This design comes from an exercise in tuning for small area, a short achievable clock period and few clock cycles per item on the open sky130 flow, not from production work. At most, simulation tests tie the RTL to the original design; equivalence was not proved. Only the layout flow was run in runs 2 and 3; the RTL was not checked for function there. Power is estimated from default activity; no workload was simulated.

## flow/design.v (module list and top-level ports; edited modules follow where they fit)
// module dot: 1170 lines
// module dot_fa: 4 lines
module dot(input logic clk, input logic rst_n,
          output logic slave_waitrequest,
          input logic [3:0] slave_address,
          input logic slave_read, output logic [31:0] slave_readdata,
          input logic slave_write, input logic [31:0] slave_writedata,
          input logic master_waitrequest,
          output logic [31:0] master_address,
          output logic master_read, input logic [31:0] master_readdata, input logic master_readdatavalid,
          output logic master_write, output logic [31:0] master_writedata);
  // ...
==> flow/flow/run.sh <==
#!/bin/bash
export SETUP_SLACK_MARGIN=7
bash standard.sh > standard.log 2>&1
==> flow/standard.sh <==
#!/bin/bash
# synth_recipe.tcl (not shown) runs the flow's synth.tcl, then flattens the netlist and writes it again
# the make line also repeats each setting of config.mk as NAME=value (left out here)
make -C /OpenROAD-flow-scripts/flow DESIGN_CONFIG=/design/flow/config.mk WORK_HOME=/design/flow/orfs CLKGATE_MAP_FILE= SYNTH_SCRIPT=/design/flow/synth_recipe.tcl "${@:-finish}"
==> flow/config.mk <==
export PLATFORM = sky130hd
export DESIGN_NAME = dot
export DESIGN_NICKNAME = dot
export VERILOG_FILES = /design/flow/design.v
export SDC_FILE = /design/flow/constraint.sdc
export NUM_CORES = 4
export LEC_CHECK = 0
export CAP_MARGIN = 20
export CORE_MARGIN = 2
export CORE_UTILIZATION = 55
export CTS_CLUSTER_DIAMETER = 60
export CTS_CLUSTER_SIZE = 28
export PLACE_DENSITY = 0.7
export SLEW_MARGIN = 20
export SYNTH_HIERARCHICAL = 1
export SYNTH_MINIMUM_KEEP_SIZE = 0
==> flow/constraint.sdc <==
create_clock -name core_clock -period 11.0 [get_ports {clk}]
set_input_delay 2.2000 -clock core_clock [delete_from_list [all_inputs] [get_ports {clk}]]
set_output_delay 2.2000 -clock core_clock [all_outputs]
set_load 0.01 [all_outputs]
==> results.yml, run 1 <==
status:
  status: "timing/DRC/antenna clean"
drt:
  routed_via_density: 6.433
  wl_met2_mm: 37.05
  drc: 0
floorplan:
  dieArea_um2: 47970
  tap_cells: 600
  initial_core_util_pct: 55.92
critical_path:
  endpoint_kind: "primary output"
  cp.depth: 2
  crit_path_end: "slave_readdata[16]"
  slowest_stage: "dfxtp_1"
  rr_worst_depth: 10
  r2r-start: "btwo[0]"
  r2r_end: "ac_m_n[1]"
layout:
  clockBufferCount: 30
  seq_share_pct: 24.84
  multi_input_area_share_pct: 59.70
  regArea_um2: 7192
  final_cell_mix: "fa_1, xnor2_1, a22oi_1"
  largest_class: "multi-input gates"
  drive_above_1_share_pct: 8.781
  buf_share_pct: 8.458
  num-multi-input-gates: 2026
placement:
  placed_area_um2: 26950
  placed_cells: 3175
synthesis:
  yosys.area_share.simple_pct: 11.47
  yosys.area.top_type_share_pct: 25.35
  synth_mux_area_share_pct: 2.175
  synthCells: 2595
pwr:
  top_power_group: "combinational logic"
  p_int_mw: 4.592
  seq-power_mw: 1.80
  seqPwrFrac_pct: 20.3
clock_network:
  cts_resized: 28
  cts.clk_slew.worst_paths_ns: 0.08
  cts.sinks: 324
  cts_tree: "yes"
  post-cts-setup-buffers: 61
  h-tree-depth: 1
worst_hold_path:
  holdPathEnd: "xbase[15]"
sta:
  rsz0062_at_grt: "true"
  period_minus_slack_ns: 4.061
global_routing:
  grt_max_degree: 66
  grt_antenna_before_repair: 1
Testbench counts, summed over its fixed seeds: cycles 91,778, items 45,420.
==> run 2, diff against run 1 <==
--- a/flow/design.v
+++ b/flow/design.v
@@ -1145,23 +1145,35 @@
 assign tc_n[45] = t1644;
 assign ts_n[46] = t1651;
 assign tc_n[46] = t1648;
 assign ts_n[47] = t1655;
 assign tc_n[47] = t1652;
 logic nxa, nxb;
 assign nxa = wvalid;
 assign nxb = ~pa & ~wvalid & ~start;
-logic [15:0] lo_s_n, lo_c_n;
-logic [16:0] lo_sum;
-assign lo_sum = {1'b0, ~lo_s_n} + {1'b0, ~lo_c_n};
-assign c16 = pb & lo_sum[16];
+logic [15:0] g, p;
+logic [7:0] gg, pp, gq;
+logic [7:1] pq;
+assign g = ~(ts_n[15:0] | tc_n[15:0]);
+assign p = ~(ts_n[15:0] & tc_n[15:0]);
+genvar gi;
+generate for (gi = 0; gi < 8; gi++) begin : grp
+   assign gg[gi] = g[2*gi+1] | (p[2*gi+1] & g[2*gi]);
+   assign pp[gi] = p[2*gi+1] & p[2*gi];
+end endgenerate
+logic [7:0] cg;
+assign cg[0] = gq[0];
+generate for (gi = 1; gi < 8; gi++) begin : cch
+   assign cg[gi] = gq[gi] | (pq[gi] & cg[gi-1]);
+end endgenerate
+assign c16 = cg[7];
 always_ff @(posedge clk) begin
-   lo_s_n <= ts_n[15:0];
-   lo_c_n <= tc_n[15:0];
+   gq <= pa ? gg : 8'd0;
+   pq <= pa ? pp[7:1] : 7'd0;
    lo_en <= ~wvalid;
    as_m_n <= ~(({16{pa}} & ~ts_n[47:32]) | ({16{nxa}} & ~ts_n[15:0]) | ({16{nxb}} & ~ts_n[31:16]));
    as_x_n <= ~(({16{pa}} & ~ts_n[31:16]) | ({16{nxa}} & ~ts_n[31:16]) | ({16{nxb}} & ~ts_n[15:0]));
    ac_m_n <= ~(({16{pa}} & ~tc_n[47:32]) | ({16{nxa}} & ~tc_n[15:0]) | ({16{nxb}} & ~tc_n[31:16]));
    ac_x_n <= ~(({16{pa}} & ~tc_n[31:16]) | ({16{nxa}} & ~tc_n[31:16]) | ({16{nxb}} & ~tc_n[15:0]));
 end
 assign slave_waitrequest = busy & ~ready;
 assign slave_readdata = as_r | ac_r;
==> flow/config.mk (replaced) <==
export PLATFORM = sky130hd
export DESIGN_NAME = dot
export DESIGN_NICKNAME = dot
export VERILOG_FILES = /design/flow/design.v
export SDC_FILE = /design/flow/constraint.sdc
export NUM_CORES = 4
export LEC_CHECK = 0
export CAP_MARGIN = 20
export CORE_MARGIN = 2
export CORE_UTILIZATION = 55
export PLACE_DENSITY = 0.7
export SLEW_MARGIN = 20
export SYNTH_HIERARCHICAL = 1
export SYNTH_MINIMUM_KEEP_SIZE = 0
==> run 2 against run 1 <==
  * Sequential cell count fell by 17
  * Largest cell class unchanged
  * Register-to-register slack got worse by 0.05 ns
  * Sequential share of layout area fell by 1.3 points
  * Maximum frequency rose by 0.73%
  * Setup slack improved by 0.030 ns
  * Critical endpoint is now ac_x_n[9]
  * First-iteration DRC count fell by 5.1%
  * Die area fell by 1.9%
  * Final area rose by 0.17%
  * Sequential power fell by 8%
==> results.yml, run 2 <==
synthesis:
  synth.most_common_cell: "fa_1"
  avgSynthCellArea_um2: 9.741
  mappedNetlistArea_um2: 24940
  yosys.area.top_type_share_pct: 25.85
  ys_seq_area_share_pct: 27.21
  synthTopCellsByCount: "fa_1, xnor2_1, a22oi_1"
  ys.flop_type: "dfxtp_1"
  synth_seq_cells: 307
  ys.warnings.count: 7
  synthCells: 2560
  synth_area_leaders: "fa_1, dfxtp_1, xnor2_1"
  synth_edf_count: 64
  synth_top_cell_by_area: "fa_1"
  synth.distinct_cells: 70
  async_flop_share_pct: 0
floorplan:
  initial_core_util_pct: 55.31
  pin_count: 173
  rows: 78
  chipHeight_um: 216.9
  dieWidth_um: 216.9
  dieArea_um2: 47060
  core-area_um2: 45090
placement:
  placed_area_um2: 26580
  post-place-ws_ns: 6.238
  placed_cells: 3157
  portBuffers: 139
  hpwlAfterDp_mm: 63.25
  gp_congestion: 0.9923
worst_hold_path:
  hold_depth: 2
  holdCritPathClass: "flip-flop to flip-flop"
global_routing:
  grt_max_degree: 67
  grt_pass1_vias: 21769
  grt_overflow: 0
  grt.busiest_layer: "met2"
  grt_antenna_before_repair: 0
  grt_util_met2_pct: 63.30
  grt_use_met3_pct: 9.043
  grt_first_pass_wirelength_mm: 136.3
  met1_usage_pct: 48.66
  grt_use_total_pct: 38.91
sta:
  slew_violations: 0
  worst_pin_slew_ns: 0.8801
  timing.final.ws_setup_ns: 6.969
  setup-violations-final: 0
  finalHoldViolations: 0
  slew_headroom_pct: 40.83
  period_minus_slack_ns: 4.031
  clock.fmax_mhz: 248.1
  fin_crit_sh_pct: 36.65
  rsz0062_at_grt: "true"
  setup-tns-final_ns: 0
  clock_skew_ns: 0.01855
critical_path:
  crit_arrival_ns: 4.50
  rr_worst_depth: 10
  path_class: "flip-flop to flip-flop"
  critPathMaxStageDelay_ns: 0.77
  slowest_stage: "fa_1"
  path_max_fanout: 33
  crit_path_start_kind: "flip-flop"
  crit_top_cell: "fa_1"
  endpoint_kind: "flip-flop"
  cp_cell_sequence: "inv_2, buf_6, xnor2_1, fa_1, fa_1, fa_1, fa_1, fa_1, nor2_1, a21oi_1"
  cp.required_ns: 11.47
clock_network:
  cts_root_buf: "clkbuf_16"
  cts_tree: "yes"
  cts.sinks: 307
  cts.clk_slew.worst_paths_ns: 0.06
  h-tree-depth: 2
  clk_latency_ns: 0.56
  cts_buffers: 37
  clock_path_buffers: 3
layout:
  final_cell_mix: "fa_1, xnor2_1, a22oi_1"
  area_delta_synth_final_pct: 16.30
  fin_nets: 3101
  antenna-diode-count: 0
  fillers: 3650
  drive_above_1_share_pct: 9.735
  final_common_cell: "fa_1"
  instances_no_fill: 3312
  fin_area_um2: 29000
drt:
  drt_first_iter_violations: 2650
  drc: 0
  drt-pass1-iter-count: 6
  wl_mm: 91.35
  routedWlPerCell_um: 27.58
  routed-via-count: 21469
  ant_nets: 0
  routed_via_density: 6.482
pwr:
  p_total_mw: 9.280
  p_switching_mw: 4.498
  pwr_density_cell_nw_per_um2: 320.0
  seqPwrFrac_pct: 17.9
  ir_drop_mv: 0.2946
  combPwrFrac_pct: 68.1
  p_int_mw: 4.782
  sw_frac_of_total_pct: 48.47
  leakagePower_nw: 9.861
  clkPwrFrac_pct: 14.0
status:
  status: "timing/DRC/antenna clean"
run:
  maxCapViolCount: 0
-- run 2: per-stage QoR --
| stage | util [%] | hold slack, ns |
|---|---|---|
| finish | 64.32 | 0.4498 |
| global route | 64.32 | 0.4685 |
| CTS | 63.95 | 0.4526 |
| detailed placement | 58.96 | 0.4444 |
| global placement | 58.96 | 0.4388 |
| floorplan | - | 0.4329 |
-- run 2: cells by family after synthesis --
group,synth area share (%)
XOR/XNOR,10.75
AND/OR/NAND/NOR,12.08
other,0.03012
flip-flops,27.21
buffers and inverters,5.002
AO/OA/AOI/OAI,15.77
multiplexers,2.263
adder cells (fa/ha/maj),26.89
-- run 2: final timing paths --
kind	start	endpoint	slack, ns
worst max-delay path	bneg[2]	ac_x_n[9]	6.97
worst min-delay path	wbase[16]	wbase[16]	0.45
worst min register to register	wbase[16]	wbase[16]	0.45
worst max register to register	bneg[2]	ac_x_n[9]	6.97
-- run 2: power by group through the flow --
| stage | registers (mW) | clock network, mW | logic [mW] |
|---|---|---|---|
| after floorplan | 1.50 | 0 | 3.52 |
| after global placement | 1.69 | 0 | 5.87 |
| after detailed placement | 1.69 | 0 | 5.98 |
| after CTS | 1.65 | 1.30 | 6.09 |
| after global routing | 1.67 | 1.35 | 6.67 |
| final | 1.66 | 1.30 | 6.32 |
-- run 2: modules after synthesis, one instance, submodules excluded --
module	cell area, µm²	times used	cells inside
dot	18530	1	2240
dot_fa	20.02	320	1
-- run 2: final cells by class --
type                       count  area, µm²  share of cell area (%)
clock buffer                  50       1046                   3.607
clock inverter                16      226.5                  0.7809
inverter                      29      121.4                  0.4185
multi-input combinational   2042      17290                   59.63
sequential                   307       6817                   23.50
tap                          600      750.7                   2.589
timing repair buffer         268       2746                   9.470
-- run 2: critical path, delay by kind of cell, from the launching register on --
family | cells | cell delay (ns)
adders and majority gates | 5 | 2.61
buffers and inverters | 2 | 0.48
DFF | 1 | 0.34
xor gates and xnor gates | 1 | 0.24
AOI/OAI and AO/OA | 1 | 0.16
and+or+nand+nor | 1 | 0.10
-- run 2: metal layers --
metal | routed length [µm] | up-vias
li1 | - | 8956
met1 | 33400 | 10747
met2 | 42620 | 1434
met3 | 9512 | 332
met4 | 5809 | 0
met5 | 0 | -
-- run 2: what timing repair did --
item                       CTS  global route
gates cloned                 0             1
hold buffers                 0             0
setup endpoints to repair   93            74
pin swaps                    2            15
buffers inserted            84             3
resized for setup           32            27
==> run 3, diff against run 2 <==
==> flow/flow/run.sh (replaced) <==
#!/bin/bash
export SETUP_SLACK_MARGIN=7.2
bash standard.sh > standard.log 2>&1
--- a/flow/config.mk
+++ b/flow/config.mk
@@ -8,6 +8,8 @@
 export CAP_MARGIN = 20
 export CORE_MARGIN = 2
 export CORE_UTILIZATION = 55
+export CTS_CLUSTER_DIAMETER = 70
+export CTS_CLUSTER_SIZE = 22
 export PLACE_DENSITY = 0.7
 export SLEW_MARGIN = 20
 export SYNTH_HIERARCHICAL = 1
==> run 3 against run 2 <==
  * Count of clock-buffer cells in the layout fell by 23
  * Still clean
  * Register-to-register slack improved by 0.04 ns
  * Wire length rose by 2.1%
  * Die area did not move
  * First-iteration DRC count fell by 0.11%
  * Power fell by 0.95%
==> results.yml, run 3 <==
pwr:
  pwr_density_cell_nw_per_um2: 311.3
  leakagePower_nw: 9.948
  ir_drop_mv: 0.3217
  p_total_mw: 9.193
synthesis:
  ys_seq_area_share_pct: 27.21
  avgSynthCellArea_um2: 9.741
  synth_edf_count: 64
  async_flop_share_pct: 0
  yosys.area.top_type_share_pct: 25.85
  synth.distinct_cells: 70
  synth_seq_cells: 307
  synth_area_leaders: "fa_1, dfxtp_1, xnor2_1"
  ys.warnings.count: 7
  synthCells: 2560
  synth.most_common_cell: "fa_1"
  ys.flop_type: "dfxtp_1"
  mappedNetlistArea_um2: 24940
  synthTopCellsByCount: "fa_1, xnor2_1, a22oi_1"
  synth_top_cell_by_area: "fa_1"
drt:
  drc: 0
  drt_first_iter_violations: 2647
  routed-via-count: 21411
  drt-pass1-iter-count: 7
  routedWlPerCell_um: 28.19
  ant_nets: 0
  wl_mm: 93.30
  routed_via_density: 6.469
critical_path:
  cp.required_ns: 11.52
  path_class: "flip-flop to flip-flop"
  slowest_stage: "fa_1"
  crit_arrival_ns: 4.51
  endpoint_kind: "flip-flop"
  path_max_fanout: 3
  rr_worst_depth: 11
  critPathMaxStageDelay_ns: 0.54
  cp_cell_sequence: "buf_12, a22oi_2, xnor2_2, fa_1, fa_1, fa_2, fa_1, fa_2, or2_4, maj3_2, nor2_1"
  crit_buf_inv: 1
  crit_top_cell: "fa_1"
  cpLargestDelayFamily: "adder cells"
  cp.depth: 11
  crit_path_start_kind: "flip-flop"
layout:
  final_core_util_pct: 65.49
  multiInputGateArea_um2: 17730
  fillers: 3628
  regArea_um2: 6937
  fin_nets: 3106
  area_delta_synth_final_pct: 18.41
  final_cell_mix: "xnor2_1, fa_1, nand2_1"
  final_common_cell: "xnor2_1"
  fin_area_um2: 29530
  drive_above_1_share_pct: 16.35
global_routing:
  grt_pass1_vias: 21207
  grt_use_total_pct: 38.76
  grt_antenna_before_repair: 0
  grt_max_degree: 72
  grt_first_pass_wirelength_mm: 135.6
  grt_overflow: 0
floorplan:
  core-area_um2: 45090
  pin_count: 173
  dieWidth_um: 216.9
  initial_core_util_pct: 55.31
  rows: 78
  chipHeight_um: 216.9
  dieArea_um2: 47060
sta:
  slew_headroom_pct: 27.80
  setup-tns-final_ns: 0
  finalHoldViolations: 0
  rsz0062_at_grt: "true"
  setup-violations-final: 0
  clock.fmax_mhz: 250.4
  fin_crit_sh_pct: 36.30
  period_minus_slack_ns: 3.993
  worst_pin_slew_ns: 1.083
  slew_violations: 0
  clock_skew_ns: 0.02029
clock_network:
  clock_path_buffers: 3
  cts.sinks: 307
  cts.clk_slew.worst_paths_ns: 0.08
  cts_tree: "yes"
  h-tree-depth: 1
  cts_root_buf: "clkbuf_16"
  cts_buffers: 25
  clk_latency_ns: 0.60
status:
  status: "timing/DRC/antenna clean"
placement:
  gp_congestion: 0.9766
  portBuffers: 139
  hpwlAfterDp_mm: 63.94
  placed_area_um2: 26590
run:
  maxCapViolCount: 0
worst_hold_path:
  holdCritPathClass: "flip-flop to flip-flop"
  hold_depth: 2
## run 3: cell counts after synthesis
No cell type changed its count.
## run 3: power by group
| group | internal, mW | leakage, nW | switching [mW] | total, mW |
|---|---|---|---|---|
| combinational | 2.80 | 6.94 | 3.71 | 6.51 |
| clock | 0.476 | 0.419 | 0.515 | 0.991 |
| sequential | 1.40 | 2.59 | 0.294 | 1.69 |
## run 3: routing by layer
metal | vias up | routed length, µm | GRT usage [%]
met5 | - | 0 | 0
met3 | 267 | 9920 | 8.218
met4 | 0 | 4790 | 15.94
met2 | 1384 | 41620 | 60.03
li1 | 8973 | - | -
met1 | 10787 | 36980 | 53.22
## run 3: logic make-up (layout without fill, tap and decap cells)
kind of cell / count (synthesis) / in the layout / share of synthesized area [%]
AO/OA/AOI/OAI: 594 / 594 / 15.77
XOR/XNOR: 306 / 306 / 10.75
adder cells (fa/ha/maj): 343 / 343 / 26.89
buffers and inverters: 291 / 360 / 5.002
flip-flops: 307 / 307 / 27.21
multiplexers: 54 / 54 / 2.263
other: 2 / 83 / 0.03012
AND/OR/NAND/NOR: 663 / 663 / 12.08
## run 3: metrics by stage
stage | std cells | setup slack [ns] | hold WS, ns
detailed placement | 3157 | 5.880 | 0.4439
CTS | 3287 | 7.012 | 0.4558
global placement | 3157 | 6.004 | 0.4376
finish | 3310 | 7.007 | 0.4541
global route | 3309 | 6.916 | 0.4780
floorplan | 2640 | 7.201 | 0.4329
## run 3: tightest hold or removal path, delay by kind of cell, from the launching register on
kind            cells  cell delay (ns)
flops               1             0.31
simple gates        1             0.05
compound gates      1             0.05
## run 3: final timing paths
check	from	end	slack (ns)
max reg2reg	wr[13]	gq[7]	7.01
max	wr[13]	gq[7]	7.01
min	xbase[9]	xbase[9]	0.45
min reg2reg	xbase[9]	xbase[9]	0.45
## run 3: repair_timing
| action | 4_1_cts | 5_1_grt |
|---|---|---|
| cloned | 0 | 4 |
| gates resized for setup | 182 | 136 |
| pin swaps | 23 | 77 |
| hold buffers | 0 | 0 |
| buffers inserted | 84 | 18 |
| endpoints found under the setup margin | 220 | 95 |
## run 3: per-module statistics from Yosys, one instance, submodules excluded
module	cells	times used	cell area, µm²	flip-flops and latches
dot	2240	1	18530	307
dot_fa	1	320	20.02	0
## run 3: layout make-up
class,instances,share of cell area (%)
Multi-Input combinational cell,2042,60.05
Sequential cell,307,23.49
Timing Repair Buffer,285,10.50
Tap cell,600,2.542
Clock buffer,27,2.144
Clock inverter,19,0.8559
Inverter,29,0.4110
Antenna cell,1,0.008475

[port drivers added, routing unchanged]
No port has a modelled driver above. Below, the same layouts with a new extraction and two added sets of constraints.
Step 1: set_driving_cell puts a clkbuf_16 on clk and a buf_2 on each other input, an assumption about the parent block.
Step 2 moves the port delays by t, midway between the first and last clock arrival at a register: inputs arrive t later, outputs are due t later. That takes back most of the time a late clock gives input paths.
a / b / c = no drivers / after step 1 / after step 2; a / b = the first two.
run	t (ns)	setup WS [ns]	hold WS [ns]	worst setup path after step 2	cell pins on the clock port's net
run 1	0.670	6.939 / 6.882 / 6.428	0.453 / 0.453 / 0.453	input to register	1
run 2	0.611	6.969 / 6.959 / 6.508	0.450 / 0.450 / 0.450	input to register	1
run 3	0.645	7.007 / 7.007 / 6.641	0.454 / 0.454 / 0.454	input to register	1
After both steps every run listed still meets setup and hold. For run 1, which loses most, drivers alone change the setup slack by -0.057 ns; drivers and shift together by -0.511 ns.
